This design comes from an exercise in tuning for small area and a short achievable clock period on the open sky130 flow, not from production work. Where RTL was checked, it was by simulation tests only, not by an equivalence proof against the original. Function not checked in runs 2 and 3: the RTL went through the layout flow alone. Power and IR drop assume default switching activity.

==> design/flow/config.mk <==
export PLATFORM = sky130hd
export DESIGN_NAME = RF_ALU
export DESIGN_NICKNAME = RF_ALU
export VERILOG_FILES = /design/flow/design.v
export SDC_FILE = /design/flow/constraint.sdc
export NUM_CORES = 8
export LEC_CHECK = 0
export CAP_MARGIN = 20
export CORE_MARGIN = 2
export CORE_UTILIZATION = 40
export SETUP_SLACK_MARGIN = 5
export SLEW_MARGIN = 20
export SYNTH_HIERARCHICAL = 1
==> design/flow/run.sh <==
#!/bin/bash
# synth_recipe.tcl (not shown) runs the flow's synth.tcl, then flattens the netlist and writes it again
# the make line also repeats each setting of config.mk as NAME=value (left out here)
make -C /OpenROAD-flow-scripts/flow DESIGN_CONFIG=/design/flow/config.mk WORK_HOME=/design/flow/orfs CLKGATE_MAP_FILE= SYNTH_SCRIPT=/design/flow/synth_recipe.tcl finish
==> design/flow/design.v <==
module RF_ALU (input clk,
               input RegSet,
               input RegWrite,
               input [3:0] ALU_control,
               input [31:0] instr,
               input [31:0] Writedata,
               output reg [31:0] rd1,
               output reg [31:0] rd2,
               output [31:0] ALU_result,
               output Zero);
wire [4:0] rs1 = instr[19:15];
wire [4:0] rs2 = instr[24:20];
wire [4:0] rd  = instr[11:7];
reg        pend_v;
reg        pend_alu;
reg [4:0]  pend_rd;
reg [31:0] pend_wd;
reg [31:0] regs [1:31];
wire [31:0] wdata = pend_alu ? ALU_result : pend_wd;
wire [31:0] stale;         
assign stale[0] = 1'b0;
wire [32*32-1:0] rows;     
assign rows[31:0] = wdata;
genvar r, k;
generate
    for (r = 1; r < 32; r = r + 1) begin : row
        wire we   = pend_v && (pend_rd == r);
        wire hold = !we;
        wire [31:0] d;
        assign stale[r] = we;
        assign rows[32*r +: 32] = regs[r];
        for (k = 0; k < 32; k = k + 1) begin : bt
            g_ao22 wc (.a1(regs[r][k]), .a2(hold), .b1(wdata[k]), .b2(we), .y(d[k]));
        end
        always @(posedge clk) regs[r] <= d;
    end
endgenerate
function [31:0] selects(input [4:0] rs, input [31:0] stl, input pv, input [4:0] prd);
    integer j;
    begin
        selects[0] = pv && (rs == prd) && (rs != 5'd0);
        for (j = 1; j < 32; j = j + 1)
            selects[j] = (rs == j) && !stl[j];
    end
endfunction
wire [31:0] sel1 = selects(rs1, stale, pend_v, pend_rd);
wire [31:0] sel2 = selects(rs2, stale, pend_v, pend_rd);
wire [31:0] a, b;
generate
    for (k = 0; k < 32; k = k + 1) begin : rdbit
        wire [31:0] col;
        for (r = 0; r < 32; r = r + 1) begin : c
            assign col[r] = rows[32*r + k];
        end
        rf_mux32 m1 (.sel(sel1), .d(col), .q(a[k]));
        rf_mux32 m2 (.sel(sel2), .d(col), .q(b[k]));
    end
endgenerate
wire op_and   = (ALU_control == 4'b0000);
wire op_or    = (ALU_control == 4'b0001);
wire op_sub   = (ALU_control == 4'b0110);
wire op_arith = (ALU_control == 4'b0010) || op_sub;
wire [31:0] aa, g0n, t0n;
generate
    for (k = 0; k < 32; k = k + 1) begin : pg
        g_xor2  x (.a(a[k]), .b(op_sub), .y(aa[k]));
        g_nand3 g (.a(aa[k]), .b(b[k]), .c(op_arith), .y(g0n[k]));
        g_nor2  t (.a(aa[k]), .b(b[k]), .y(t0n[k]));
    end
endgenerate
reg [31:0] alu_p;    
reg [31:0] alu_g;    
reg [31:8] alu_t;    
wire l1g_1;
wire l1g_2;
wire l1t_2;
wire l1g_3;
wire l1t_3;
wire l1g_4;
wire l1t_4;
wire l1g_5;
wire l1t_5;
wire l1g_6;
wire l1t_6;
wire l1g_7;
wire l1t_7;
wire l1g_8;
wire l1t_8;
wire l1g_9;
wire l1t_9;
wire l1g_10;
wire l1t_10;
wire l1g_11;
wire l1t_11;
wire l1g_12;
wire l1t_12;
wire l1g_13;
wire l1t_13;
wire l1g_14;
wire l1t_14;
wire l1g_15;
wire l1t_15;
wire l1g_16;
wire l1t_16;
wire l1g_17;
wire l1t_17;
wire l1g_18;
wire l1t_18;
wire l1g_19;
wire l1t_19;
wire l1g_20;
wire l1t_20;
wire l1g_21;
wire l1t_21;
wire l1g_22;
wire l1t_22;
wire l1g_23;
wire l1t_23;
wire l1g_24;
wire l1t_24;
wire l1g_25;
wire l1t_25;
wire l1g_26;
wire l1t_26;
wire l1g_27;
wire l1t_27;
wire l1g_28;
wire l1t_28;
wire l1g_29;
wire l1t_29;
wire l1g_30;
wire l1t_30;
wire l1g_31;
wire l1t_31;
wire n_g0n_0;
wire l2g_2;
wire l2g_3;
wire l2g_4;
wire l2t_4;
wire l2g_5;
wire l2t_5;
wire l2g_6;
wire l2t_6;
wire l2g_7;
wire l2t_7;
wire l2g_8;
wire l2t_8;
wire l2g_9;
wire l2t_9;
wire l2g_10;
wire l2t_10;
wire l2g_11;
wire l2t_11;
wire l2g_12;
wire l2t_12;
wire l2g_13;
wire l2t_13;
wire l2g_14;
wire l2t_14;
wire l2g_15;
wire l2t_15;
wire l2g_16;
wire l2t_16;
wire l2g_17;
wire l2t_17;
wire l2g_18;
wire l2t_18;
wire l2g_19;
wire l2t_19;
wire l2g_20;
wire l2t_20;
wire l2g_21;
wire l2t_21;
wire l2g_22;
wire l2t_22;
wire l2g_23;
wire l2t_23;
wire l2g_24;
wire l2t_24;
wire l2g_25;
wire l2t_25;
wire l2g_26;
wire l2t_26;
wire l2g_27;
wire l2t_27;
wire l2g_28;
wire l2t_28;
wire l2g_29;
wire l2t_29;
wire l2g_30;
wire l2t_30;
wire l2g_31;
wire l2t_31;
wire l3g_4;
wire n_l1g_1;
wire l3g_5;
wire l3g_6;
wire l3g_7;
wire l3g_8;
wire l3t_8;
wire l3g_9;
wire l3t_9;
wire l3g_10;
wire l3t_10;
wire l3g_11;
wire l3t_11;
wire l3g_12;
wire l3t_12;
wire l3g_13;
wire l3t_13;
wire l3g_14;
wire l3t_14;
wire l3g_15;
wire l3t_15;
wire l3g_16;
wire l3t_16;
wire l3g_17;
wire l3t_17;
wire l3g_18;
wire l3t_18;
wire l3g_19;
wire l3t_19;
wire l3g_20;
wire l3t_20;
wire l3g_21;
wire l3t_21;
wire l3g_22;
wire l3t_22;
wire l3g_23;
wire l3t_23;
wire l3g_24;
wire l3t_24;
wire l3g_25;
wire l3t_25;
wire l3g_26;
wire l3t_26;
wire l3g_27;
wire l3t_27;
wire l3g_28;
wire l3t_28;
wire l3g_29;
wire l3t_29;
wire l3g_30;
wire l3t_30;
wire l3g_31;
wire l3t_31;
wire n_alu_g_0;
wire l4g_8;
wire l4g_9;
wire n_alu_g_2;
wire l4g_10;
wire n_alu_g_3;
wire l4g_11;
wire l4g_12;
wire l4g_13;
wire l4g_14;
wire l4g_15;
wire l4g_16;
wire l4t_16;
wire l4g_17;
wire l4t_17;
wire l4g_18;
wire l4t_18;
wire l4g_19;
wire l4t_19;
wire l4g_20;
wire l4t_20;
wire l4g_21;
wire l4t_21;
wire l4g_22;
wire l4t_22;
wire l4g_23;
wire l4t_23;
wire l4g_24;
wire l4t_24;
wire l4g_25;
wire l4t_25;
wire l4g_26;
wire l4t_26;
wire l4g_27;
wire l4t_27;
wire l4g_28;
wire l4t_28;
wire l4g_29;
wire l4t_29;
wire l4g_30;
wire l4t_30;
wire l4g_31;
wire l4t_31;
wire l5g_16;
wire n_alu_g_1;
wire l5g_17;
wire l5g_18;
wire l5g_19;
wire n_alu_g_4;
wire l5g_20;
wire n_alu_g_5;
wire l5g_21;
wire n_alu_g_6;
wire l5g_22;
wire n_alu_g_7;
wire l5g_23;
wire l5g_24;
wire l5g_25;
wire l5g_26;
wire l5g_27;
wire l5g_28;
wire l5g_29;
wire l5g_30;
wire l5g_31;
g_oai21 p0g1 (.a1(t0n[1]), .a2(g0n[0]), .b1(g0n[1]), .y(l1g_1));
g_oai21 p0g2 (.a1(t0n[2]), .a2(g0n[1]), .b1(g0n[2]), .y(l1g_2));
g_nor2 p0t2 (.a(t0n[2]), .b(t0n[1]), .y(l1t_2));
g_oai21 p0g3 (.a1(t0n[3]), .a2(g0n[2]), .b1(g0n[3]), .y(l1g_3));
g_nor2 p0t3 (.a(t0n[3]), .b(t0n[2]), .y(l1t_3));
g_oai21 p0g4 (.a1(t0n[4]), .a2(g0n[3]), .b1(g0n[4]), .y(l1g_4));
g_nor2 p0t4 (.a(t0n[4]), .b(t0n[3]), .y(l1t_4));
g_oai21 p0g5 (.a1(t0n[5]), .a2(g0n[4]), .b1(g0n[5]), .y(l1g_5));
g_nor2 p0t5 (.a(t0n[5]), .b(t0n[4]), .y(l1t_5));
g_oai21 p0g6 (.a1(t0n[6]), .a2(g0n[5]), .b1(g0n[6]), .y(l1g_6));
g_nor2 p0t6 (.a(t0n[6]), .b(t0n[5]), .y(l1t_6));
g_oai21 p0g7 (.a1(t0n[7]), .a2(g0n[6]), .b1(g0n[7]), .y(l1g_7));
g_nor2 p0t7 (.a(t0n[7]), .b(t0n[6]), .y(l1t_7));
g_oai21 p0g8 (.a1(t0n[8]), .a2(g0n[7]), .b1(g0n[8]), .y(l1g_8));
g_nor2 p0t8 (.a(t0n[8]), .b(t0n[7]), .y(l1t_8));
g_oai21 p0g9 (.a1(t0n[9]), .a2(g0n[8]), .b1(g0n[9]), .y(l1g_9));
g_nor2 p0t9 (.a(t0n[9]), .b(t0n[8]), .y(l1t_9));
g_oai21 p0g10 (.a1(t0n[10]), .a2(g0n[9]), .b1(g0n[10]), .y(l1g_10));
g_nor2 p0t10 (.a(t0n[10]), .b(t0n[9]), .y(l1t_10));
g_oai21 p0g11 (.a1(t0n[11]), .a2(g0n[10]), .b1(g0n[11]), .y(l1g_11));
g_nor2 p0t11 (.a(t0n[11]), .b(t0n[10]), .y(l1t_11));
g_oai21 p0g12 (.a1(t0n[12]), .a2(g0n[11]), .b1(g0n[12]), .y(l1g_12));
g_nor2 p0t12 (.a(t0n[12]), .b(t0n[11]), .y(l1t_12));
g_oai21 p0g13 (.a1(t0n[13]), .a2(g0n[12]), .b1(g0n[13]), .y(l1g_13));
g_nor2 p0t13 (.a(t0n[13]), .b(t0n[12]), .y(l1t_13));
g_oai21 p0g14 (.a1(t0n[14]), .a2(g0n[13]), .b1(g0n[14]), .y(l1g_14));
g_nor2 p0t14 (.a(t0n[14]), .b(t0n[13]), .y(l1t_14));
g_oai21 p0g15 (.a1(t0n[15]), .a2(g0n[14]), .b1(g0n[15]), .y(l1g_15));
g_nor2 p0t15 (.a(t0n[15]), .b(t0n[14]), .y(l1t_15));
g_oai21 p0g16 (.a1(t0n[16]), .a2(g0n[15]), .b1(g0n[16]), .y(l1g_16));
g_nor2 p0t16 (.a(t0n[16]), .b(t0n[15]), .y(l1t_16));
g_oai21 p0g17 (.a1(t0n[17]), .a2(g0n[16]), .b1(g0n[17]), .y(l1g_17));
g_nor2 p0t17 (.a(t0n[17]), .b(t0n[16]), .y(l1t_17));
g_oai21 p0g18 (.a1(t0n[18]), .a2(g0n[17]), .b1(g0n[18]), .y(l1g_18));
g_nor2 p0t18 (.a(t0n[18]), .b(t0n[17]), .y(l1t_18));
g_oai21 p0g19 (.a1(t0n[19]), .a2(g0n[18]), .b1(g0n[19]), .y(l1g_19));
g_nor2 p0t19 (.a(t0n[19]), .b(t0n[18]), .y(l1t_19));
g_oai21 p0g20 (.a1(t0n[20]), .a2(g0n[19]), .b1(g0n[20]), .y(l1g_20));
g_nor2 p0t20 (.a(t0n[20]), .b(t0n[19]), .y(l1t_20));
g_oai21 p0g21 (.a1(t0n[21]), .a2(g0n[20]), .b1(g0n[21]), .y(l1g_21));
g_nor2 p0t21 (.a(t0n[21]), .b(t0n[20]), .y(l1t_21));
g_oai21 p0g22 (.a1(t0n[22]), .a2(g0n[21]), .b1(g0n[22]), .y(l1g_22));
g_nor2 p0t22 (.a(t0n[22]), .b(t0n[21]), .y(l1t_22));
g_oai21 p0g23 (.a1(t0n[23]), .a2(g0n[22]), .b1(g0n[23]), .y(l1g_23));
g_nor2 p0t23 (.a(t0n[23]), .b(t0n[22]), .y(l1t_23));
g_oai21 p0g24 (.a1(t0n[24]), .a2(g0n[23]), .b1(g0n[24]), .y(l1g_24));
g_nor2 p0t24 (.a(t0n[24]), .b(t0n[23]), .y(l1t_24));
g_oai21 p0g25 (.a1(t0n[25]), .a2(g0n[24]), .b1(g0n[25]), .y(l1g_25));
g_nor2 p0t25 (.a(t0n[25]), .b(t0n[24]), .y(l1t_25));
g_oai21 p0g26 (.a1(t0n[26]), .a2(g0n[25]), .b1(g0n[26]), .y(l1g_26));
g_nor2 p0t26 (.a(t0n[26]), .b(t0n[25]), .y(l1t_26));
g_oai21 p0g27 (.a1(t0n[27]), .a2(g0n[26]), .b1(g0n[27]), .y(l1g_27));
g_nor2 p0t27 (.a(t0n[27]), .b(t0n[26]), .y(l1t_27));
g_oai21 p0g28 (.a1(t0n[28]), .a2(g0n[27]), .b1(g0n[28]), .y(l1g_28));
g_nor2 p0t28 (.a(t0n[28]), .b(t0n[27]), .y(l1t_28));
g_oai21 p0g29 (.a1(t0n[29]), .a2(g0n[28]), .b1(g0n[29]), .y(l1g_29));
g_nor2 p0t29 (.a(t0n[29]), .b(t0n[28]), .y(l1t_29));
g_oai21 p0g30 (.a1(t0n[30]), .a2(g0n[29]), .b1(g0n[30]), .y(l1g_30));
g_nor2 p0t30 (.a(t0n[30]), .b(t0n[29]), .y(l1t_30));
g_oai21 p0g31 (.a1(t0n[31]), .a2(g0n[30]), .b1(g0n[31]), .y(l1g_31));
g_nor2 p0t31 (.a(t0n[31]), .b(t0n[30]), .y(l1t_31));
g_inv i_n_g0n_0 (.a(g0n[0]), .y(n_g0n_0));
g_aoi21 p1g2 (.a1(l1t_2), .a2(n_g0n_0), .b1(l1g_2), .y(l2g_2));
g_aoi21 p1g3 (.a1(l1t_3), .a2(l1g_1), .b1(l1g_3), .y(l2g_3));
g_aoi21 p1g4 (.a1(l1t_4), .a2(l1g_2), .b1(l1g_4), .y(l2g_4));
g_nand2 p1t4 (.a(l1t_4), .b(l1t_2), .y(l2t_4));
g_aoi21 p1g5 (.a1(l1t_5), .a2(l1g_3), .b1(l1g_5), .y(l2g_5));
g_nand2 p1t5 (.a(l1t_5), .b(l1t_3), .y(l2t_5));
g_aoi21 p1g6 (.a1(l1t_6), .a2(l1g_4), .b1(l1g_6), .y(l2g_6));
g_nand2 p1t6 (.a(l1t_6), .b(l1t_4), .y(l2t_6));
g_aoi21 p1g7 (.a1(l1t_7), .a2(l1g_5), .b1(l1g_7), .y(l2g_7));
g_nand2 p1t7 (.a(l1t_7), .b(l1t_5), .y(l2t_7));
g_aoi21 p1g8 (.a1(l1t_8), .a2(l1g_6), .b1(l1g_8), .y(l2g_8));
g_nand2 p1t8 (.a(l1t_8), .b(l1t_6), .y(l2t_8));
g_aoi21 p1g9 (.a1(l1t_9), .a2(l1g_7), .b1(l1g_9), .y(l2g_9));
g_nand2 p1t9 (.a(l1t_9), .b(l1t_7), .y(l2t_9));
g_aoi21 p1g10 (.a1(l1t_10), .a2(l1g_8), .b1(l1g_10), .y(l2g_10));
g_nand2 p1t10 (.a(l1t_10), .b(l1t_8), .y(l2t_10));
g_aoi21 p1g11 (.a1(l1t_11), .a2(l1g_9), .b1(l1g_11), .y(l2g_11));
g_nand2 p1t11 (.a(l1t_11), .b(l1t_9), .y(l2t_11));
g_aoi21 p1g12 (.a1(l1t_12), .a2(l1g_10), .b1(l1g_12), .y(l2g_12));
g_nand2 p1t12 (.a(l1t_12), .b(l1t_10), .y(l2t_12));
g_aoi21 p1g13 (.a1(l1t_13), .a2(l1g_11), .b1(l1g_13), .y(l2g_13));
g_nand2 p1t13 (.a(l1t_13), .b(l1t_11), .y(l2t_13));
g_aoi21 p1g14 (.a1(l1t_14), .a2(l1g_12), .b1(l1g_14), .y(l2g_14));
g_nand2 p1t14 (.a(l1t_14), .b(l1t_12), .y(l2t_14));
g_aoi21 p1g15 (.a1(l1t_15), .a2(l1g_13), .b1(l1g_15), .y(l2g_15));
g_nand2 p1t15 (.a(l1t_15), .b(l1t_13), .y(l2t_15));
g_aoi21 p1g16 (.a1(l1t_16), .a2(l1g_14), .b1(l1g_16), .y(l2g_16));
g_nand2 p1t16 (.a(l1t_16), .b(l1t_14), .y(l2t_16));
g_aoi21 p1g17 (.a1(l1t_17), .a2(l1g_15), .b1(l1g_17), .y(l2g_17));
g_nand2 p1t17 (.a(l1t_17), .b(l1t_15), .y(l2t_17));
g_aoi21 p1g18 (.a1(l1t_18), .a2(l1g_16), .b1(l1g_18), .y(l2g_18));
g_nand2 p1t18 (.a(l1t_18), .b(l1t_16), .y(l2t_18));
g_aoi21 p1g19 (.a1(l1t_19), .a2(l1g_17), .b1(l1g_19), .y(l2g_19));
g_nand2 p1t19 (.a(l1t_19), .b(l1t_17), .y(l2t_19));
g_aoi21 p1g20 (.a1(l1t_20), .a2(l1g_18), .b1(l1g_20), .y(l2g_20));
g_nand2 p1t20 (.a(l1t_20), .b(l1t_18), .y(l2t_20));
g_aoi21 p1g21 (.a1(l1t_21), .a2(l1g_19), .b1(l1g_21), .y(l2g_21));
g_nand2 p1t21 (.a(l1t_21), .b(l1t_19), .y(l2t_21));
g_aoi21 p1g22 (.a1(l1t_22), .a2(l1g_20), .b1(l1g_22), .y(l2g_22));
g_nand2 p1t22 (.a(l1t_22), .b(l1t_20), .y(l2t_22));
g_aoi21 p1g23 (.a1(l1t_23), .a2(l1g_21), .b1(l1g_23), .y(l2g_23));
g_nand2 p1t23 (.a(l1t_23), .b(l1t_21), .y(l2t_23));
g_aoi21 p1g24 (.a1(l1t_24), .a2(l1g_22), .b1(l1g_24), .y(l2g_24));
g_nand2 p1t24 (.a(l1t_24), .b(l1t_22), .y(l2t_24));
g_aoi21 p1g25 (.a1(l1t_25), .a2(l1g_23), .b1(l1g_25), .y(l2g_25));
g_nand2 p1t25 (.a(l1t_25), .b(l1t_23), .y(l2t_25));
g_aoi21 p1g26 (.a1(l1t_26), .a2(l1g_24), .b1(l1g_26), .y(l2g_26));
g_nand2 p1t26 (.a(l1t_26), .b(l1t_24), .y(l2t_26));
g_aoi21 p1g27 (.a1(l1t_27), .a2(l1g_25), .b1(l1g_27), .y(l2g_27));
g_nand2 p1t27 (.a(l1t_27), .b(l1t_25), .y(l2t_27));
g_aoi21 p1g28 (.a1(l1t_28), .a2(l1g_26), .b1(l1g_28), .y(l2g_28));
g_nand2 p1t28 (.a(l1t_28), .b(l1t_26), .y(l2t_28));
g_aoi21 p1g29 (.a1(l1t_29), .a2(l1g_27), .b1(l1g_29), .y(l2g_29));
g_nand2 p1t29 (.a(l1t_29), .b(l1t_27), .y(l2t_29));
g_aoi21 p1g30 (.a1(l1t_30), .a2(l1g_28), .b1(l1g_30), .y(l2g_30));
g_nand2 p1t30 (.a(l1t_30), .b(l1t_28), .y(l2t_30));
g_aoi21 p1g31 (.a1(l1t_31), .a2(l1g_29), .b1(l1g_31), .y(l2g_31));
g_nand2 p1t31 (.a(l1t_31), .b(l1t_29), .y(l2t_31));
g_oai21 p2g4 (.a1(l2t_4), .a2(g0n[0]), .b1(l2g_4), .y(l3g_4));
g_inv i_n_l1g_1 (.a(l1g_1), .y(n_l1g_1));
g_oai21 p2g5 (.a1(l2t_5), .a2(n_l1g_1), .b1(l2g_5), .y(l3g_5));
g_oai21 p2g6 (.a1(l2t_6), .a2(l2g_2), .b1(l2g_6), .y(l3g_6));
g_oai21 p2g7 (.a1(l2t_7), .a2(l2g_3), .b1(l2g_7), .y(l3g_7));
g_oai21 p2g8 (.a1(l2t_8), .a2(l2g_4), .b1(l2g_8), .y(l3g_8));
g_nor2 p2t8 (.a(l2t_8), .b(l2t_4), .y(l3t_8));
g_oai21 p2g9 (.a1(l2t_9), .a2(l2g_5), .b1(l2g_9), .y(l3g_9));
g_nor2 p2t9 (.a(l2t_9), .b(l2t_5), .y(l3t_9));
g_oai21 p2g10 (.a1(l2t_10), .a2(l2g_6), .b1(l2g_10), .y(l3g_10));
g_nor2 p2t10 (.a(l2t_10), .b(l2t_6), .y(l3t_10));
g_oai21 p2g11 (.a1(l2t_11), .a2(l2g_7), .b1(l2g_11), .y(l3g_11));
g_nor2 p2t11 (.a(l2t_11), .b(l2t_7), .y(l3t_11));
g_oai21 p2g12 (.a1(l2t_12), .a2(l2g_8), .b1(l2g_12), .y(l3g_12));
g_nor2 p2t12 (.a(l2t_12), .b(l2t_8), .y(l3t_12));
g_oai21 p2g13 (.a1(l2t_13), .a2(l2g_9), .b1(l2g_13), .y(l3g_13));
g_nor2 p2t13 (.a(l2t_13), .b(l2t_9), .y(l3t_13));
g_oai21 p2g14 (.a1(l2t_14), .a2(l2g_10), .b1(l2g_14), .y(l3g_14));
g_nor2 p2t14 (.a(l2t_14), .b(l2t_10), .y(l3t_14));
g_oai21 p2g15 (.a1(l2t_15), .a2(l2g_11), .b1(l2g_15), .y(l3g_15));
g_nor2 p2t15 (.a(l2t_15), .b(l2t_11), .y(l3t_15));
g_oai21 p2g16 (.a1(l2t_16), .a2(l2g_12), .b1(l2g_16), .y(l3g_16));
g_nor2 p2t16 (.a(l2t_16), .b(l2t_12), .y(l3t_16));
g_oai21 p2g17 (.a1(l2t_17), .a2(l2g_13), .b1(l2g_17), .y(l3g_17));
g_nor2 p2t17 (.a(l2t_17), .b(l2t_13), .y(l3t_17));
g_oai21 p2g18 (.a1(l2t_18), .a2(l2g_14), .b1(l2g_18), .y(l3g_18));
g_nor2 p2t18 (.a(l2t_18), .b(l2t_14), .y(l3t_18));
g_oai21 p2g19 (.a1(l2t_19), .a2(l2g_15), .b1(l2g_19), .y(l3g_19));
g_nor2 p2t19 (.a(l2t_19), .b(l2t_15), .y(l3t_19));
g_oai21 p2g20 (.a1(l2t_20), .a2(l2g_16), .b1(l2g_20), .y(l3g_20));
g_nor2 p2t20 (.a(l2t_20), .b(l2t_16), .y(l3t_20));
g_oai21 p2g21 (.a1(l2t_21), .a2(l2g_17), .b1(l2g_21), .y(l3g_21));
g_nor2 p2t21 (.a(l2t_21), .b(l2t_17), .y(l3t_21));
g_oai21 p2g22 (.a1(l2t_22), .a2(l2g_18), .b1(l2g_22), .y(l3g_22));
g_nor2 p2t22 (.a(l2t_22), .b(l2t_18), .y(l3t_22));
g_oai21 p2g23 (.a1(l2t_23), .a2(l2g_19), .b1(l2g_23), .y(l3g_23));
g_nor2 p2t23 (.a(l2t_23), .b(l2t_19), .y(l3t_23));
g_oai21 p2g24 (.a1(l2t_24), .a2(l2g_20), .b1(l2g_24), .y(l3g_24));
g_nor2 p2t24 (.a(l2t_24), .b(l2t_20), .y(l3t_24));
g_oai21 p2g25 (.a1(l2t_25), .a2(l2g_21), .b1(l2g_25), .y(l3g_25));
g_nor2 p2t25 (.a(l2t_25), .b(l2t_21), .y(l3t_25));
g_oai21 p2g26 (.a1(l2t_26), .a2(l2g_22), .b1(l2g_26), .y(l3g_26));
g_nor2 p2t26 (.a(l2t_26), .b(l2t_22), .y(l3t_26));
g_oai21 p2g27 (.a1(l2t_27), .a2(l2g_23), .b1(l2g_27), .y(l3g_27));
g_nor2 p2t27 (.a(l2t_27), .b(l2t_23), .y(l3t_27));
g_oai21 p2g28 (.a1(l2t_28), .a2(l2g_24), .b1(l2g_28), .y(l3g_28));
g_nor2 p2t28 (.a(l2t_28), .b(l2t_24), .y(l3t_28));
g_oai21 p2g29 (.a1(l2t_29), .a2(l2g_25), .b1(l2g_29), .y(l3g_29));
g_nor2 p2t29 (.a(l2t_29), .b(l2t_25), .y(l3t_29));
g_oai21 p2g30 (.a1(l2t_30), .a2(l2g_26), .b1(l2g_30), .y(l3g_30));
g_nor2 p2t30 (.a(l2t_30), .b(l2t_26), .y(l3t_30));
g_oai21 p2g31 (.a1(l2t_31), .a2(l2g_27), .b1(l2g_31), .y(l3g_31));
g_nor2 p2t31 (.a(l2t_31), .b(l2t_27), .y(l3t_31));
g_inv i_n_alu_g_0 (.a(alu_g[0]), .y(n_alu_g_0));
g_aoi21 p3g8 (.a1(alu_t[8]), .a2(n_alu_g_0), .b1(alu_g[8]), .y(l4g_8));
g_aoi21 p3g9 (.a1(alu_t[9]), .a2(alu_g[1]), .b1(alu_g[9]), .y(l4g_9));
g_inv i_n_alu_g_2 (.a(alu_g[2]), .y(n_alu_g_2));
g_aoi21 p3g10 (.a1(alu_t[10]), .a2(n_alu_g_2), .b1(alu_g[10]), .y(l4g_10));
g_inv i_n_alu_g_3 (.a(alu_g[3]), .y(n_alu_g_3));
g_aoi21 p3g11 (.a1(alu_t[11]), .a2(n_alu_g_3), .b1(alu_g[11]), .y(l4g_11));
g_aoi21 p3g12 (.a1(alu_t[12]), .a2(alu_g[4]), .b1(alu_g[12]), .y(l4g_12));
g_aoi21 p3g13 (.a1(alu_t[13]), .a2(alu_g[5]), .b1(alu_g[13]), .y(l4g_13));
g_aoi21 p3g14 (.a1(alu_t[14]), .a2(alu_g[6]), .b1(alu_g[14]), .y(l4g_14));
g_aoi21 p3g15 (.a1(alu_t[15]), .a2(alu_g[7]), .b1(alu_g[15]), .y(l4g_15));
g_aoi21 p3g16 (.a1(alu_t[16]), .a2(alu_g[8]), .b1(alu_g[16]), .y(l4g_16));
g_nand2 p3t16 (.a(alu_t[16]), .b(alu_t[8]), .y(l4t_16));
g_aoi21 p3g17 (.a1(alu_t[17]), .a2(alu_g[9]), .b1(alu_g[17]), .y(l4g_17));
g_nand2 p3t17 (.a(alu_t[17]), .b(alu_t[9]), .y(l4t_17));
g_aoi21 p3g18 (.a1(alu_t[18]), .a2(alu_g[10]), .b1(alu_g[18]), .y(l4g_18));
g_nand2 p3t18 (.a(alu_t[18]), .b(alu_t[10]), .y(l4t_18));
g_aoi21 p3g19 (.a1(alu_t[19]), .a2(alu_g[11]), .b1(alu_g[19]), .y(l4g_19));
g_nand2 p3t19 (.a(alu_t[19]), .b(alu_t[11]), .y(l4t_19));
g_aoi21 p3g20 (.a1(alu_t[20]), .a2(alu_g[12]), .b1(alu_g[20]), .y(l4g_20));
g_nand2 p3t20 (.a(alu_t[20]), .b(alu_t[12]), .y(l4t_20));
g_aoi21 p3g21 (.a1(alu_t[21]), .a2(alu_g[13]), .b1(alu_g[21]), .y(l4g_21));
g_nand2 p3t21 (.a(alu_t[21]), .b(alu_t[13]), .y(l4t_21));
g_aoi21 p3g22 (.a1(alu_t[22]), .a2(alu_g[14]), .b1(alu_g[22]), .y(l4g_22));
g_nand2 p3t22 (.a(alu_t[22]), .b(alu_t[14]), .y(l4t_22));
g_aoi21 p3g23 (.a1(alu_t[23]), .a2(alu_g[15]), .b1(alu_g[23]), .y(l4g_23));
g_nand2 p3t23 (.a(alu_t[23]), .b(alu_t[15]), .y(l4t_23));
g_aoi21 p3g24 (.a1(alu_t[24]), .a2(alu_g[16]), .b1(alu_g[24]), .y(l4g_24));
g_nand2 p3t24 (.a(alu_t[24]), .b(alu_t[16]), .y(l4t_24));
g_aoi21 p3g25 (.a1(alu_t[25]), .a2(alu_g[17]), .b1(alu_g[25]), .y(l4g_25));
g_nand2 p3t25 (.a(alu_t[25]), .b(alu_t[17]), .y(l4t_25));
g_aoi21 p3g26 (.a1(alu_t[26]), .a2(alu_g[18]), .b1(alu_g[26]), .y(l4g_26));
g_nand2 p3t26 (.a(alu_t[26]), .b(alu_t[18]), .y(l4t_26));
g_aoi21 p3g27 (.a1(alu_t[27]), .a2(alu_g[19]), .b1(alu_g[27]), .y(l4g_27));
g_nand2 p3t27 (.a(alu_t[27]), .b(alu_t[19]), .y(l4t_27));
g_aoi21 p3g28 (.a1(alu_t[28]), .a2(alu_g[20]), .b1(alu_g[28]), .y(l4g_28));
g_nand2 p3t28 (.a(alu_t[28]), .b(alu_t[20]), .y(l4t_28));
g_aoi21 p3g29 (.a1(alu_t[29]), .a2(alu_g[21]), .b1(alu_g[29]), .y(l4g_29));
g_nand2 p3t29 (.a(alu_t[29]), .b(alu_t[21]), .y(l4t_29));
g_aoi21 p3g30 (.a1(alu_t[30]), .a2(alu_g[22]), .b1(alu_g[30]), .y(l4g_30));
g_nand2 p3t30 (.a(alu_t[30]), .b(alu_t[22]), .y(l4t_30));
g_aoi21 p3g31 (.a1(alu_t[31]), .a2(alu_g[23]), .b1(alu_g[31]), .y(l4g_31));
g_nand2 p3t31 (.a(alu_t[31]), .b(alu_t[23]), .y(l4t_31));
g_oai21 p4g16 (.a1(l4t_16), .a2(alu_g[0]), .b1(l4g_16), .y(l5g_16));
g_inv i_n_alu_g_1 (.a(alu_g[1]), .y(n_alu_g_1));
g_oai21 p4g17 (.a1(l4t_17), .a2(n_alu_g_1), .b1(l4g_17), .y(l5g_17));
g_oai21 p4g18 (.a1(l4t_18), .a2(alu_g[2]), .b1(l4g_18), .y(l5g_18));
g_oai21 p4g19 (.a1(l4t_19), .a2(alu_g[3]), .b1(l4g_19), .y(l5g_19));
g_inv i_n_alu_g_4 (.a(alu_g[4]), .y(n_alu_g_4));
g_oai21 p4g20 (.a1(l4t_20), .a2(n_alu_g_4), .b1(l4g_20), .y(l5g_20));
g_inv i_n_alu_g_5 (.a(alu_g[5]), .y(n_alu_g_5));
g_oai21 p4g21 (.a1(l4t_21), .a2(n_alu_g_5), .b1(l4g_21), .y(l5g_21));
g_inv i_n_alu_g_6 (.a(alu_g[6]), .y(n_alu_g_6));
g_oai21 p4g22 (.a1(l4t_22), .a2(n_alu_g_6), .b1(l4g_22), .y(l5g_22));
g_inv i_n_alu_g_7 (.a(alu_g[7]), .y(n_alu_g_7));
g_oai21 p4g23 (.a1(l4t_23), .a2(n_alu_g_7), .b1(l4g_23), .y(l5g_23));
g_oai21 p4g24 (.a1(l4t_24), .a2(l4g_8), .b1(l4g_24), .y(l5g_24));
g_oai21 p4g25 (.a1(l4t_25), .a2(l4g_9), .b1(l4g_25), .y(l5g_25));
g_oai21 p4g26 (.a1(l4t_26), .a2(l4g_10), .b1(l4g_26), .y(l5g_26));
g_oai21 p4g27 (.a1(l4t_27), .a2(l4g_11), .b1(l4g_27), .y(l5g_27));
g_oai21 p4g28 (.a1(l4t_28), .a2(l4g_12), .b1(l4g_28), .y(l5g_28));
g_oai21 p4g29 (.a1(l4t_29), .a2(l4g_13), .b1(l4g_29), .y(l5g_29));
g_oai21 p4g30 (.a1(l4t_30), .a2(l4g_14), .b1(l4g_30), .y(l5g_30));
g_oai21 p4g31 (.a1(l4t_31), .a2(l4g_15), .b1(l4g_31), .y(l5g_31));
assign Zero = (rd1 == rd2);
assign ALU_result[0] = alu_p[0];
g_xnor2 s1 (.a(alu_p[1]), .b(alu_g[0]), .y(ALU_result[1]));
g_xor2 s2 (.a(alu_p[2]), .b(alu_g[1]), .y(ALU_result[2]));
g_xnor2 s3 (.a(alu_p[3]), .b(alu_g[2]), .y(ALU_result[3]));
g_xnor2 s4 (.a(alu_p[4]), .b(alu_g[3]), .y(ALU_result[4]));
g_xor2 s5 (.a(alu_p[5]), .b(alu_g[4]), .y(ALU_result[5]));
g_xor2 s6 (.a(alu_p[6]), .b(alu_g[5]), .y(ALU_result[6]));
g_xor2 s7 (.a(alu_p[7]), .b(alu_g[6]), .y(ALU_result[7]));
g_xor2 s8 (.a(alu_p[8]), .b(alu_g[7]), .y(ALU_result[8]));
g_xnor2 s9 (.a(alu_p[9]), .b(l4g_8), .y(ALU_result[9]));
g_xnor2 s10 (.a(alu_p[10]), .b(l4g_9), .y(ALU_result[10]));
g_xnor2 s11 (.a(alu_p[11]), .b(l4g_10), .y(ALU_result[11]));
g_xnor2 s12 (.a(alu_p[12]), .b(l4g_11), .y(ALU_result[12]));
g_xnor2 s13 (.a(alu_p[13]), .b(l4g_12), .y(ALU_result[13]));
g_xnor2 s14 (.a(alu_p[14]), .b(l4g_13), .y(ALU_result[14]));
g_xnor2 s15 (.a(alu_p[15]), .b(l4g_14), .y(ALU_result[15]));
g_xnor2 s16 (.a(alu_p[16]), .b(l4g_15), .y(ALU_result[16]));
g_xor2 s17 (.a(alu_p[17]), .b(l5g_16), .y(ALU_result[17]));
g_xor2 s18 (.a(alu_p[18]), .b(l5g_17), .y(ALU_result[18]));
g_xor2 s19 (.a(alu_p[19]), .b(l5g_18), .y(ALU_result[19]));
g_xor2 s20 (.a(alu_p[20]), .b(l5g_19), .y(ALU_result[20]));
g_xor2 s21 (.a(alu_p[21]), .b(l5g_20), .y(ALU_result[21]));
g_xor2 s22 (.a(alu_p[22]), .b(l5g_21), .y(ALU_result[22]));
g_xor2 s23 (.a(alu_p[23]), .b(l5g_22), .y(ALU_result[23]));
g_xor2 s24 (.a(alu_p[24]), .b(l5g_23), .y(ALU_result[24]));
g_xor2 s25 (.a(alu_p[25]), .b(l5g_24), .y(ALU_result[25]));
g_xor2 s26 (.a(alu_p[26]), .b(l5g_25), .y(ALU_result[26]));
g_xor2 s27 (.a(alu_p[27]), .b(l5g_26), .y(ALU_result[27]));
g_xor2 s28 (.a(alu_p[28]), .b(l5g_27), .y(ALU_result[28]));
g_xor2 s29 (.a(alu_p[29]), .b(l5g_28), .y(ALU_result[29]));
g_xor2 s30 (.a(alu_p[30]), .b(l5g_29), .y(ALU_result[30]));
g_xor2 s31 (.a(alu_p[31]), .b(l5g_30), .y(ALU_result[31]));
always @(posedge clk) begin
    rd1 <= a;
    rd2 <= b;
    alu_p <= op_arith ? (a ^ b) : op_and ? (a & b) : op_or ? (a | b) : ALU_result;
    alu_g[0] <= g0n[0];
    alu_g[1] <= l1g_1;
    alu_g[2] <= l2g_2;
    alu_g[3] <= l2g_3;
    alu_g[4] <= l3g_4;
    alu_g[5] <= l3g_5;
    alu_g[6] <= l3g_6;
    alu_g[7] <= l3g_7;
    alu_g[8] <= l3g_8;
    alu_g[9] <= l3g_9;
    alu_g[10] <= l3g_10;
    alu_g[11] <= l3g_11;
    alu_g[12] <= l3g_12;
    alu_g[13] <= l3g_13;
    alu_g[14] <= l3g_14;
    alu_g[15] <= l3g_15;
    alu_g[16] <= l3g_16;
    alu_g[17] <= l3g_17;
    alu_g[18] <= l3g_18;
    alu_g[19] <= l3g_19;
    alu_g[20] <= l3g_20;
    alu_g[21] <= l3g_21;
    alu_g[22] <= l3g_22;
    alu_g[23] <= l3g_23;
    alu_g[24] <= l3g_24;
    alu_g[25] <= l3g_25;
    alu_g[26] <= l3g_26;
    alu_g[27] <= l3g_27;
    alu_g[28] <= l3g_28;
    alu_g[29] <= l3g_29;
    alu_g[30] <= l3g_30;
    alu_g[31] <= l3g_31;
    alu_t[8] <= l3t_8;
    alu_t[9] <= l3t_9;
    alu_t[10] <= l3t_10;
    alu_t[11] <= l3t_11;
    alu_t[12] <= l3t_12;
    alu_t[13] <= l3t_13;
    alu_t[14] <= l3t_14;
    alu_t[15] <= l3t_15;
    alu_t[16] <= l3t_16;
    alu_t[17] <= l3t_17;
    alu_t[18] <= l3t_18;
    alu_t[19] <= l3t_19;
    alu_t[20] <= l3t_20;
    alu_t[21] <= l3t_21;
    alu_t[22] <= l3t_22;
    alu_t[23] <= l3t_23;
    alu_t[24] <= l3t_24;
    alu_t[25] <= l3t_25;
    alu_t[26] <= l3t_26;
    alu_t[27] <= l3t_27;
    alu_t[28] <= l3t_28;
    alu_t[29] <= l3t_29;
    alu_t[30] <= l3t_30;
    alu_t[31] <= l3t_31;
    pend_v   <= (RegWrite || RegSet) && (rd != 5'd0);
    pend_alu <= RegWrite;
    pend_rd  <= rd;
    pend_wd  <= Writedata;
end
endmodule
module rf_mux32 (input [31:0] sel, input [31:0] d, output q);
wire [3:0] u;
wire [1:0] v;
genvar j;
generate
    for (j = 0; j < 4; j = j + 1) begin : l1
        rf_mux8 x (.sel(sel[8*j +: 8]), .d(d[8*j +: 8]), .y(u[j]));
    end
endgenerate
g_nor2 v0 (.a(u[0]), .b(u[1]), .y(v[0]));
g_nor2 v1 (.a(u[2]), .b(u[3]), .y(v[1]));
g_nand2 o (.a(v[0]), .b(v[1]), .y(q));
endmodule
module rf_mux8 (input [7:0] sel, input [7:0] d, output y);
assign y = |(sel & d);
endmodule
module g_ao22 (input a1, input a2, input b1, input b2, output y);
assign y = (a1 & a2) | (b1 & b2);
endmodule
module g_aoi21 (input a1, input a2, input b1, output y);
assign y = ~((a1 & a2) | b1);
endmodule
module g_oai21 (input a1, input a2, input b1, output y);
assign y = ~((a1 | a2) & b1);
endmodule
module g_nand4 (input a, input b, input c, input d, output y);
assign y = ~(a & b & c & d);
endmodule
module g_nand3 (input a, input b, input c, output y);
assign y = ~(a & b & c);
endmodule
module g_nand2 (input a, input b, output y);
assign y = ~(a & b);
endmodule
module g_nor2 (input a, input b, output y);
assign y = ~(a | b);
endmodule
module g_xor2 (input a, input b, output y);
assign y = a ^ b;
endmodule
module g_inv (input a, output y);
assign y = ~a;
endmodule
module g_xnor2 (input a, input b, output y);
assign y = ~(a ^ b);
endmodule
==> design/flow/constraint.sdc <==
create_clock -name core_clock -period 9.0 [get_ports {clk}]
set_input_delay 1.8000 -clock core_clock [delete_from_list [all_inputs] [get_ports {clk}]]
set_output_delay 1.8000 -clock core_clock [all_outputs]
set_load 0.01 [all_outputs]
==> results of run 1 <==
## worst max-delay path, stage by stage (launching register included)
cell,delay (ns)
dfxtp_2,0.45
nor2b_2,0.25
nand3_2,0.23
nor2_4,0.26
buf_8,0.27
nor3_4,0.08
buf_6,0.17
buf_6,0.18
a22oi_1,0.21
nand4_1,0.49
nor2_4,0.40
nand2_4,0.12
xor2_1,0.18
nor2_2,0.27
o21ai_2,0.10
a21oi_2,0.17
o21ai_1,0.09
## power groups by stage
stage	logic (mW)	clock network, mW	registers (mW)
3_5_place_dp	3.81	0	7.70
4_1_cts	3.98	5.27	7.62
3_3_place_gp	3.74	0	7.65
5_1_grt	4.44	5.49	7.83
2_1_floorplan	2.29	0	7.49
6_report	4.27	5.26	7.69
## layout make-up
cell class              instances  share of cell area, %
diodes                          3                 0.0124
clock inverters                42                  0.828
flip-flops and latches       1181                   39.1
repair buffers                365                   6.04
multi-input cells            3293                   44.1
well taps                    1612                   3.33
inverters                     107                  0.667
clock buffers                 183                   5.98
## cell families after synthesis
| kind of cell | count (synthesis) |
|---|---|
| buffers and inverters | 148 |
| adders and majority gates | 64 |
| muxes | 33 |
| DFF | 1181 |
| and+or+nand+nor | 855 |
| xor gates and xnor gates | 102 |
| AOI/OAI and AO/OA | 2238 |
## sequential cells by signal, summed over array words and instances, names as in the netlist, 5 cells and up
signal,flops
regs,992
alu_p,32
pend_wd,32
rd1,32
rd2,32
alu_g,31
alu_t,23
pend_rd,5
## Yosys stat by module, one instance, submodules excluded, excerpt
module | cell area [µm²] | times used | cells | flops+latches
g_xnor2 | 8.76 | 11 | 1 | 0
g_nand2 | 3.75 | 106 | 1 | 0
rf_mux8 | 36.3 | 256 | 5 | 0
g_inv | 3.75 | 10 | 1 | 0
g_oai21 | 5.00 | 72 | 1 | 0
g_aoi21 | 8.76 | 52 | 1 | 0
g_ao22 | 8.76 | 992 | 1 | 0
g_nor2 | 3.75 | 210 | 1 | 0
RF_ALU | 27500 | 1 | 1806 | 1181
## layer usage
| metal | GRT usage, % | up-vias | wire length (µm) |
|---|---|---|---|
| li1 | - | 19800 | - |
| met4 | 18.4 | 10 | 13100 |
| met1 | 44.7 | 23300 | 87600 |
| met2 | 49.9 | 3278 | 93500 |
| met5 | 1.02 | - | 226 |
| met3 | 12.4 | 494 | 31000 |
## stage by stage
stage | setup slack, ns | std cells
global route | 4.86 | 6784
finish | 4.92 | 6786
CTS | 4.81 | 6753
floorplan | 2.94 | 4621
global placement | 2.52 | 6497
detailed placement | 2.68 | 6498
## cells in the mapped netlist, drive strengths merged, types with 9 or more instances
| cell | count |
|---|---|
| dfxtp | 1180 |
| a22oi | 1024 |
| a22o | 992 |
| nor2 | 262 |
| nand4 | 259 |
| nand2 | 143 |
| a21oi | 116 |
| inv | 107 |
| o21ai | 96 |
| xor2 | 83 |
| ha | 64 |
| nand2b | 56 |
| nor3 | 52 |
| nand3 | 39 |
| mux2 | 32 |
| nor4 | 24 |
| clkbuf | 22 |
| buf | 19 |
| xnor2 | 19 |
| a211oi | 9 |
## worst paths after layout
check | from | to | slack, ns
setup / recovery | pend_rd[4]$_DFF_P_ | alu_g[30]$_DFF_P_ | 4.92
hold / removal | regs[25][25]$_DFF_P_ | regs[25][25]$_DFF_P_ | 0.51
setup reg to reg | pend_rd[4]$_DFF_P_ | alu_g[30]$_DFF_P_ | 4.92
hold reg to reg | regs[25][25]$_DFF_P_ | regs[25][25]$_DFF_P_ | 0.51
## repair_timing
action	in CTS	in global routing
pin swaps	102	122
buffers inserted	28	24
cloned	2	6
gates resized for setup	402	242
endpoints found under the setup margin	175	90
==> impl_metrics.toml, run 1 <==
[grt]
overflow = 0
grt_pass1_wl_mm = 312
antenna_found_initial = 10
grt_pass1_vias = 42900
grt_max_degree = 66
track_usage_pct = 34.5

[route]
wl_per_cell_um = 33.2
via_per_inst = 6.91
dr.first_iter.drc_count = 7417
vias = 46900
routed_wl_mm = 225
antenna_left = 0
first_pass_iters = 6
drc = 0

[min_path]
hold_path.class = "reg2reg"
min_path_cells = 1

[logic_synthesis]
synth_nets = 4756
synth-simple-area-share_pct = 8.76
synth_xor_area_share_pct = 1.85
async_reset_ff_share_pct = 0
synth_edf_count = 1
synth_compound_area_share_pct = 36.7
yosys.area_share.adder_pct = 1.66
muxShareOfSynthArea_pct = 0.767
ys_ff_latch = 1181
synth_top_family_by_area = "compound AO/OA/AOI/OAI gates"
ys_seq_area_share_pct = 49.0
yosysTopAreaCellShare_pct = 48.9
synth_top_cell_by_area = "dfxtp_1"
ys_types = 35
ys_warn_count = 9
syn_avg_cell_area_um2 = 10.4
syn_inst = 4621
syn_area_um2 = 48300
synthTopCellsByArea = "dfxtp_1 49%, a22o_1 18%, a22oi_1 16%"
yosys_most_used_dff = "dfxtp_1"

[sta]
final.period_utilization_pct = 45.4
drv_slew = 0
setup_tns_ns = 0
max_slew_margin_pct = 22.3
min_period_ns = 4.08
fmax_ghz = 0.245
hold_violations = 0
clock_skew_ns = 0.0249
tightestPinTransition_ns = 1.16
grt_setup_unrepaired = "yes"
fin_hold_ws_ns = 0.512
finalSetupViolCount = 0

[power_and_ir_drop]
p_int_mw = 11.5
seq_power_share_pct = 44.6
p_switching_mw = 5.73
clockPowerShare_pct = 30.6
p_leak_nw = 22.2
peakVddDrop_uv = 194
p_per_area_nw_per_um2 = 284
finalPower_mw = 17.2
pwr-share-comb_pct = 24.8
switching_share_pct = 33.3

[cells_and_area]
fin_util_pct = 50.6
mostFrequentLayoutCell = "dfxtp_1"
drive_gt1_share_pct = 19.0
fin_nets = 5204
design_area_um2 = 60600
syn_to_final_growth_pct = 25.5
seq_area_um2 = 23700
multi_input_area_um2 = 26700
mostFrequentLayoutCells = "1165 x dfxtp_1, 1005 x a22oi_1, 992 x a22o_1"
fill_cells = 10900

[clock_tree]
clk_latency_ns = 0.73
cts_made_buffers = 121
clk_path_buf_depth = 3
cts.reportedPaths.clkPinSlew_ns = 0.06
cts_tree = "done"
clock_sinks = 1181
hold_buffers = 0
cts_max_level = 3
cts_root_buf = "clkbuf_16"

[critical_path]
worst-endpoint-required_ns = 9.61
cp-end-kind = "flip-flop"
arrival_ns = 4.70
r2r_cells = 16
start_kind = "flip-flop"
critical_path_class = "reg2reg"
cp_max_fo = 25

[status]
status = "complete, no violations"

[floorplan]
die_w_um = 351
die_y_um = 351
ios = 168
coreArea_um2 = 120000
row_count = 127
start_util_pct = 40.3
die_area_um2 = 123000

[place]
gp_congestion = 0.984
place_area_um2 = 53600
portBuffers = 150
hpwlAfterDp_mm = 132

[run]
maxCapViolCount = 0
==> run 2: changes to the inputs <==
--- a/design/flow/design.v
+++ b/design/flow/design.v
@@ -35,16 +35,10 @@
         always @(posedge clk) regs[r] <= d;
     end
 endgenerate
-function [31:0] selects(input [4:0] rs, input [31:0] stl, input pv, input [4:0] prd);
-    integer j;
-    begin
-        selects[0] = pv && (rs == prd) && (rs != 5'd0);
-        for (j = 1; j < 32; j = j + 1)
-            selects[j] = (rs == j) && !stl[j];
-    end
-endfunction
-wire [31:0] sel1 = selects(rs1, stale, pend_v, pend_rd);
-wire [31:0] sel2 = selects(rs2, stale, pend_v, pend_rd);
+wire pend_nz = pend_v && (pend_rd != 5'd0);
+wire [31:0] sel1, sel2;
+rf_dec dec1 (.rs(rs1), .stale(stale), .pv(pend_nz), .prd(pend_rd), .sel(sel1));
+rf_dec dec2 (.rs(rs2), .stale(stale), .pv(pend_nz), .prd(pend_rd), .sel(sel2));
 wire [31:0] a, b;
 generate
     for (k = 0; k < 32; k = k + 1) begin : rdbit
@@ -644,6 +638,34 @@
     pend_wd  <= Writedata;
 end
 endmodule
+module rf_dec (input [4:0] rs, input [31:0] stale, input pv, input [4:0] prd,
+               output [31:0] sel);
+wire [4:0] rn;
+wire [3:0] lo_n;
+wire [7:0] hi_n;
+wire [4:0] x;
+wire e0, e1;
+genvar j;
+generate
+    for (j = 0; j < 5; j = j + 1) begin : iv
+        g_inv i (.a(rs[j]), .y(rn[j]));
+        g_xnor2 c (.a(rs[j]), .b(prd[j]), .y(x[j]));
+    end
+    for (j = 0; j < 4; j = j + 1) begin : lo
+        g_nand2 n (.a(j & 1 ? rs[0] : rn[0]), .b(j & 2 ? rs[1] : rn[1]), .y(lo_n[j]));
+    end
+    for (j = 0; j < 8; j = j + 1) begin : hi
+        g_nand3 n (.a(j & 1 ? rs[2] : rn[2]), .b(j & 2 ? rs[3] : rn[3]),
+                   .c(j & 4 ? rs[4] : rn[4]), .y(hi_n[j]));
+    end
+    for (j = 1; j < 32; j = j + 1) begin : s
+        g_nor3 n (.a(lo_n[j % 4]), .b(hi_n[j / 4]), .c(stale[j]), .y(sel[j]));
+    end
+endgenerate
+g_nand3 c0 (.a(x[0]), .b(x[1]), .c(x[2]), .y(e0));
+g_nand3 c1 (.a(x[3]), .b(x[4]), .c(pv), .y(e1));
+g_nor2 c2 (.a(e0), .b(e1), .y(sel[0]));
+endmodule
 module rf_mux32 (input [31:0] sel, input [31:0] d, output q);
 wire [3:0] u;
 wire [1:0] v;
@@ -675,6 +697,9 @@
 module g_nand3 (input a, input b, input c, output y);
 assign y = ~(a & b & c);
 endmodule
+module g_nor3 (input a, input b, input c, output y);
+assign y = ~(a | b | c);
+endmodule
 module g_nand2 (input a, input b, output y);
 assign y = ~(a & b);
 endmodule
==> run 2 against run 1 <==
  * Critical path depth increased by 2
  * Largest power group unchanged
  * Clock-buffer cell count down 7
  * First-iteration DRC count rose by 8.9%
  * Synthesized cell count decreased by 0.22%
  * Design area increased by 2.8%
==> impl_metrics.toml, run 2 <==
[logic_synthesis]
ys_warn_count = 9
syn_area_um2 = 48500
syn_avg_cell_area_um2 = 10.5
syn_inst = 4611
synth_nets = 4746

[clock_tree]
cts_tree = "done"
cts_root_buf = "clkbuf_16"
hold_buffers = 0
clk_path_buf_depth = 3
cts.reportedPaths.clkPinSlew_ns = 0.06
clk_latency_ns = 0.75
cts_made_buffers = 119
clock_sinks = 1181
cts_max_level = 3

[run]
maxCapViolCount = 0

[sta]
fmax_ghz = 0.236
layout_setup_ws_ns = 4.77
final.period_utilization_pct = 47.1
setup_tns_ns = 0
min_period_ns = 4.23
grt_setup_unrepaired = "yes"
clock_skew_ns = 0.0232
max_slew_margin_pct = 26.1
hold_violations = 0
tightestPinTransition_ns = 1.11
drv_slew = 0
finalSetupViolCount = 0

[grt]
grt_pass1_wl_mm = 321
track_usage_pct = 35.1
antenna_found_initial = 4
grt_pass1_vias = 43700
overflow = 0
grt_max_degree = 66

[route]
via_per_inst = 6.97
routed_wl_mm = 232
antenna_left = 0
vias = 47800
drc = 0
wl_per_cell_um = 33.8
dr.first_iter.drc_count = 8079
first_pass_iters = 9

[status]
status = "complete, no violations"

[critical_path]
cp_max_fo = 8
worst-endpoint-required_ns = 9.61
critical_path_class = "in2reg"
start_kind = "primary input"
cp_slowest_cell = "nand4_1"
cp-end-kind = "flip-flop"
crit_top_cell = "buf_6"
max_stage_delay_ns = 0.45
arrival_ns = 4.85
crit_chain = "buf_6 -> buf_8 -> clkinvlp_4 -> buf_6 -> nand3_4 -> buf_12 -> nor3_4 -> buf_6 -> buf_16 -> a22oi_2 -> nand4_1 -> nor2_4 -> nand2_4 -> xor2_2 -> nor2_2 -> o21ai_2 -> a21oi_2 -> o21ai_1"

[min_path]
hold_path.class = "reg2reg"

[cells_and_area]
mostFrequentLayoutCells = "1165 x dfxtp_1, 996 x a22oi_1, 992 x a22o_1"
syn_to_final_growth_pct = 28.5
mostFrequentLayoutCell = "dfxtp_1"
design_area_um2 = 62300
drive_gt1_share_pct = 20.7
fin_nets = 5279
largest_reg_flops = 992
top_register = "regs"

[place]
place_area_um2 = 53900
hpwlAfterDp_mm = 132
gp_congestion = 0.930
pre_cts_ws_ns = 2.54
portBuffers = 150

[floorplan]
row_count = 127
ios = 168
coreArea_um2 = 120000
die_area_um2 = 124000
start_util_pct = 40.4
die_w_um = 352
die_y_um = 352

[power_and_ir_drop]
p_leak_nw = 23.0
p_per_area_nw_per_um2 = 279
peakVddDrop_uv = 194
finalPower_mw = 17.4
## run 2: cell count changes in the layout (fill, tap and decap cells not counted), sizes merged, moves of 12 or more
cell      change
nor3         +12
clkinvlp     +32
nor4         -16
buf          +71
nand3        +12
nand2        +29
nor2         -26
inv          -14
## run 2: final timing paths
check,startpoint,end,slack (ns),cells after the start
worst max-delay path,instr[18],alu_g[13]$_DFF_P_,4.77,18
worst min-delay path,regs[3][17]$_DFF_P_,regs[3][17]$_DFF_P_,0.51,1
worst min register to register,regs[3][17]$_DFF_P_,regs[3][17]$_DFF_P_,0.51,1
worst max register to register,pend_rd[1]$_DFF_P_,alu_g[9]$_DFF_P_,4.82,17
## run 2: layout make-up
cell class	instances	area [µm²]
antenna	2	5.00
clock buffer	176	3540
clock inverter	45	592
fill	10700	57800
inverter	117	556
multi-input combinational	3285	27000
sequential	1181	23700
tap	1612	2020
timing repair buffer	438	4910
timing repair inverter	2	10.0
## run 2: metrics by stage
step	utilization [%]	std cells	hold WS, ns
after floorplan	-	4611	0.478
after global placement	44.8	6506	0.489
after detailed placement	44.8	6507	0.495
after CTS	50.7	6823	0.510
after global routing	51.9	6857	0.522
final	51.9	6858	0.512
## run 2: timing repair
item	4_1_cts	5_1_grt
gates cloned	12	3
buffers inserted	83	30
pin swaps	138	123
endpoints found under the setup margin	175	89
gates resized for setup	570	280
## run 2: where the power goes
part,total [mW],switching [mW],internal (mW)
registers,7.72,1.11,6.61
clock network,5.31,2.20,3.11
logic,4.38,2.47,1.91
## run 2: layer usage
metal / global-route usage (%) / routed length (µm) / vias up
li1: - / - / 20000
met1: 45.7 / 88800 / 23700
met2: 49.4 / 95300 / 3582
met3: 12.5 / 32100 / 600
met4: 21.4 / 15500 / 6
met5: 0 / 33 / -
## run 2: critical path: cells and delay by family
family	cells	cell delay (ns)
xor+xnor	1	0.19
simple gates	6	1.40
compound gates	4	0.54
buf+inv	7	0.88
==> run 3: changes to the inputs <==
--- a/design/flow/design.v
+++ b/design/flow/design.v
@@ -12,20 +12,30 @@
 wire [4:0] rs2 = instr[24:20];
 wire [4:0] rd  = instr[11:7];
 reg        pend_v;
+reg [3:0]  pend_lo;     
+reg [7:0]  pend_hi;     
 reg        pend_alu;
 reg [4:0]  pend_rd;
 reg [31:0] pend_wd;
 reg [31:0] regs [1:31];
-wire [31:0] wdata = pend_alu ? ALU_result : pend_wd;
+wire [31:0] wdata, fwd;
+genvar m;
+generate
+    for (m = 0; m < 32; m = m + 1) begin : wd
+        g_mux2 w (.s(pend_alu), .a(pend_wd[m]), .b(ALU_result[m]), .y(wdata[m]));
+        g_mux2 f (.s(pend_alu), .a(pend_wd[m]), .b(ALU_result[m]), .y(fwd[m]));
+    end
+endgenerate
 wire [31:0] stale;         
 assign stale[0] = 1'b0;
 wire [32*32-1:0] rows;     
-assign rows[31:0] = wdata;
+assign rows[31:0] = fwd;
 genvar r, k;
 generate
     for (r = 1; r < 32; r = r + 1) begin : row
-        wire we   = pend_v && (pend_rd == r);
-        wire hold = !we;
+        wire we, hold;
+        g_and2 w (.a(pend_lo[r % 4]), .b(pend_hi[r / 4]), .y(we));
+        g_inv h (.a(we), .y(hold));
         wire [31:0] d;
         assign stale[r] = we;
         assign rows[32*r +: 32] = regs[r];
@@ -539,7 +549,29 @@
 g_oai21 p4g29 (.a1(l4t_29), .a2(l4g_13), .b1(l4g_29), .y(l5g_29));
 g_oai21 p4g30 (.a1(l4t_30), .a2(l4g_14), .b1(l4g_30), .y(l5g_30));
 g_oai21 p4g31 (.a1(l4t_31), .a2(l4g_15), .b1(l4g_31), .y(l5g_31));
-assign Zero = (rd1 == rd2);
+reg [1:0] nzq;
+g_nor2 zr (.a(nzq[0]), .b(nzq[1]), .y(Zero));
+wire [31:0] ab_x;
+wire [15:0] ab_o1;
+wire [7:0] ab_o2;
+wire [3:0] ab_o3;
+wire ne_lo, ne_hi;
+generate
+    for (k = 0; k < 32; k = k + 1) begin : zx
+        g_xor2 x (.a(a[k]), .b(b[k]), .y(ab_x[k]));
+    end
+    for (k = 0; k < 16; k = k + 1) begin : z1
+        g_nor2 o (.a(ab_x[2*k]), .b(ab_x[2*k+1]), .y(ab_o1[k]));
+    end
+    for (k = 0; k < 8; k = k + 1) begin : z2
+        g_nand2 o (.a(ab_o1[2*k]), .b(ab_o1[2*k+1]), .y(ab_o2[k]));
+    end
+    for (k = 0; k < 4; k = k + 1) begin : z3
+        g_nor2 o (.a(ab_o2[2*k]), .b(ab_o2[2*k+1]), .y(ab_o3[k]));
+    end
+endgenerate
+g_nand2 z4l (.a(ab_o3[0]), .b(ab_o3[1]), .y(ne_lo));
+g_nand2 z4h (.a(ab_o3[2]), .b(ab_o3[3]), .y(ne_hi));
 assign ALU_result[0] = alu_p[0];
 g_xnor2 s1 (.a(alu_p[1]), .b(alu_g[0]), .y(ALU_result[1]));
 g_xor2 s2 (.a(alu_p[2]), .b(alu_g[1]), .y(ALU_result[2]));
@@ -575,6 +607,7 @@
 always @(posedge clk) begin
     rd1 <= a;
     rd2 <= b;
+    nzq <= {ne_hi, ne_lo};
     alu_p <= op_arith ? (a ^ b) : op_and ? (a & b) : op_or ? (a | b) : ALU_result;
     alu_g[0] <= g0n[0];
     alu_g[1] <= l1g_1;
@@ -633,6 +666,8 @@
     alu_t[30] <= l3t_30;
     alu_t[31] <= l3t_31;
     pend_v   <= (RegWrite || RegSet) && (rd != 5'd0);
+    pend_lo  <= ((RegWrite || RegSet) && (rd != 5'd0)) ? (4'd1 << rd[1:0]) : 4'd0;
+    pend_hi  <= 8'd1 << rd[4:2];
     pend_alu <= RegWrite;
     pend_rd  <= rd;
     pend_wd  <= Writedata;
@@ -700,6 +735,12 @@
 module g_nor3 (input a, input b, input c, output y);
 assign y = ~(a | b | c);
 endmodule
+module g_mux2 (input s, input a, input b, output y);
+assign y = s ? b : a;
+endmodule
+module g_and2 (input a, input b, output y);
+assign y = a & b;
+endmodule
 module g_nand2 (input a, input b, output y);
 assign y = ~(a & b);
 endmodule
--- a/design/flow/config.mk
+++ b/design/flow/config.mk
@@ -8,6 +8,8 @@
 export CAP_MARGIN = 20
 export CORE_MARGIN = 2
 export CORE_UTILIZATION = 40
+export CTS_CLUSTER_DIAMETER = 100
+export CTS_CLUSTER_SIZE = 30
 export SETUP_SLACK_MARGIN = 5
 export SLEW_MARGIN = 20
 export SYNTH_HIERARCHICAL = 1
==> run 3 against run 2 <==
  * Sequential power grew 2%
  * Sequential cell count up 14
  * Combinational power increased by 5%
  * Clock-buffer cell count decreased by 122
  * Routed wire length shrank 1.8%
  * Fmax is 3.1% higher
  * Register-to-register slack better by 0.21 ns
  * Synthesized area is 2.0% higher
  * Total power is 12% lower
  * Critical path depth decreased by 3
  * Clock skew rose by 0.0073 ns
  * Synthesized cell count grew 0.65%
  * Largest cell class unchanged
==> impl_metrics.toml, run 3 <==
[critical_path]
regToRegEndpoint = "alu_g[30]$_DFF_P_"
cp_max_fo = 16
r2r_start = "pend_lo[3]$_SDFF_PN0_"
crit_top_cell = "buf_12"
r2r_slack_ns = 5.03
crit_chain = "buf_12 -> clkinvlp_4 -> nand2_8 -> buf_12 -> nor3_4 -> clkbuf_16 -> a22oi_1 -> nand4_1 -> nor2_4 -> nand2_4 -> xor2_4 -> nand3_1 -> o21ai_2 -> a21oi_2 -> o21ai_1"
max_stage_delay_ns = 0.44
crit_path_end = "alu_g[30]$_DFF_P_"
cp_slowest_cell = "nor2_4"
critical_path_class = "in2reg"
crit_path_start = "instr[15]"
worst-endpoint-required_ns = 9.64
r2r_cells = 13
cp-end-kind = "flip-flop"
start_kind = "primary input"
arrival_ns = 4.74

[floorplan]
ios = 168
die_area_um2 = 127000
start_util_pct = 40.2
coreArea_um2 = 123000
die_w_um = 356
row_count = 129
die_y_um = 356

[grt]
track_usage_pct = 33.9
grt_pass1_wl_mm = 315
grt_pass1_vias = 42900
overflow = 0
grt_max_degree = 73
antenna_found_initial = 4

[sta]
hold_violations = 0
grt_setup_unrepaired = "yes"
tightestPinTransition_ns = 1.21
final.period_utilization_pct = 45.6
fmax_ghz = 0.244
max_slew_margin_pct = 19.6
fin_hold_ws_ns = 0.524
setup_tns_ns = 0
min_period_ns = 4.11
clock_skew_ns = 0.0305
finalSetupViolCount = 0
drv_slew = 0

[cells_and_area]
largest_reg_flops = 992
syn_to_final_growth_pct = 21.6
mostFrequentLayoutCells = "1179 x dfxtp_1, 1013 x a22oi_1, 993 x a22o_1"
diodes = 0
design_area_um2 = 60200
top_register = "regs"
fin_nets = 5198
final_cell_count_no_fill = 6714
mostFrequentLayoutCell = "dfxtp_1"
fill_cells = 11100
drive_gt1_share_pct = 18.3

[power_and_ir_drop]
p_per_area_nw_per_um2 = 254
p_leak_nw = 22.2
finalPower_mw = 15.3
peakVddDrop_uv = 151

[clock_tree]
clock_sinks = 1195
cts_root_buf = "clkbuf_16"
cts_max_level = 2
clk_latency_ns = 0.71
cts.reportedPaths.clkPinSlew_ns = 0.11
cts_made_buffers = 48
cts_tree = "done"
clk_path_buf_depth = 3

[place]
place_area_um2 = 54800
portBuffers = 150
place_inst = 6538
hpwlAfterDp_mm = 129
gp_congestion = 0.926

[logic_synthesis]
ys_warn_count = 9
syn_area_um2 = 49500
syn_avg_cell_area_um2 = 10.7
syn_inst = 4641
synth_nets = 4776

[route]
first_pass_iters = 7
via_per_inst = 6.96
dr.first_iter.drc_count = 6739
vias = 46800
drc = 0
wl_per_cell_um = 33.9
antenna_left = 0
routed_wl_mm = 228

[status]
status = "complete, no violations"

[run]
maxCapViolCount = 0

[min_path]
hold_path.class = "reg2reg"
run 3: worst min-delay path by stage:
stage | start | end | slack, ns | cells after the start
6_report | regs[17][5]$_DFF_P_ | regs[17][5]$_DFF_P_ | 0.52 | 1
5_1_grt | regs[31][22]$_DFF_P_ | regs[31][22]$_DFF_P_ | 0.53 | 1
4_1_cts | regs[25][8]$_DFF_P_ | regs[25][8]$_DFF_P_ | 0.52 | 1
3_5_place_dp | regs[18][25]$_DFF_P_ | regs[18][25]$_DFF_P_ | 0.49 | 1
3_3_place_gp | regs[18][6]$_DFF_P_ | regs[18][6]$_DFF_P_ | 0.49 | 1
2_1_floorplan | regs[10][10]$_DFF_P_ | regs[10][10]$_DFF_P_ | 0.48 | 1
run 3: routing by layer:
layer / track usage [%] / wire (µm) / vias to the layer above / part of all wire [%]
li1: - / - / 19800 / -
met1: 45.4 / 90900 / 23200 / 40
met2: 47.2 / 92000 / 3184 / 40
met3: 11.9 / 30200 / 537 / 13
met4: 18.6 / 14400 / 6 / 6.3
met5: 0 / 44 / - / 0.019
run 3: repair_timing:
action | 4_1_cts | 5_1_grt
hold buffers | 0 | 0
setup endpoints to repair | 181 | 91
setup buffers | 48 | 45
pin swaps | 143 | 133
resized for setup | 505 | 182
cloned | 4 | 15
run 3: through the flow:
stage	util, %	setup slack (ns)
after CTS	47.5	4.93
after detailed placement	44.5	2.56
after global placement	44.5	2.60
final	48.9	4.89
after floorplan	-	4.99
after global routing	48.9	4.87
run 3: cell type report:
cell class	count	area [µm²]	share of cell area (%)
Multi-Input combinational cell	3310	28100	46.6
Tap cell	1637	2050	3.40
Timing Repair Buffer	392	4240	7.04
Sequential cell	1195	24000	39.8
Inverter	116	473	0.786
Clock inverter	10	140	0.233
Clock buffer	54	1250	2.09
run 3: power breakdown:
group | internal [mW] | leakage [nW] | switching (mW)
Sequential | 6.75 | 9.95 | 1.12
Clock | 1.06 | 0.683 | 1.80
Combinational | 2.05 | 11.6 | 2.53
run 3: worst max-delay path: cells and delay by family:
kind | cells | cell delay [ns]
AOI/OAI and AO/OA | 4 | 0.62
and+or+nand+nor | 6 | 1.43
buffers and inverters | 4 | 0.64
xor gates and xnor gates | 1 | 0.21

what the ideal ports hide:
Ports are ideal in the flow. The routed layouts listed here were re-timed in OpenROAD.
Step 1: set_driving_cell puts a clkbuf_16 on clk and a buf_2 on each other input, an assumption about the parent block.
Step 2 times the ports against the registers' clock, not the clock port: input delays grow and output delays shrink by t, the midpoint of the rising clock arrivals with the driver on.
Three values: ideal, step 1, step 2; two values: the first two.
run	t (ns)	setup WS [ns]	worst setup path after step 2	worst slew at a driven data input, ns	cell pins on the clock port's net
run 1	0.795	4.916 / 4.820 / 4.025	input to register	0.21	1
run 2	0.810	4.765 / 4.800 / 3.990	input to register	0.09	1
run 3	0.776	4.894 / 4.904 / 4.128	input to register	0.07	1
After both steps setup and hold are still met in every run listed. For run 1, which loses most, drivers alone change the setup slack by -0.096 ns; drivers and shift together by -0.891 ns.
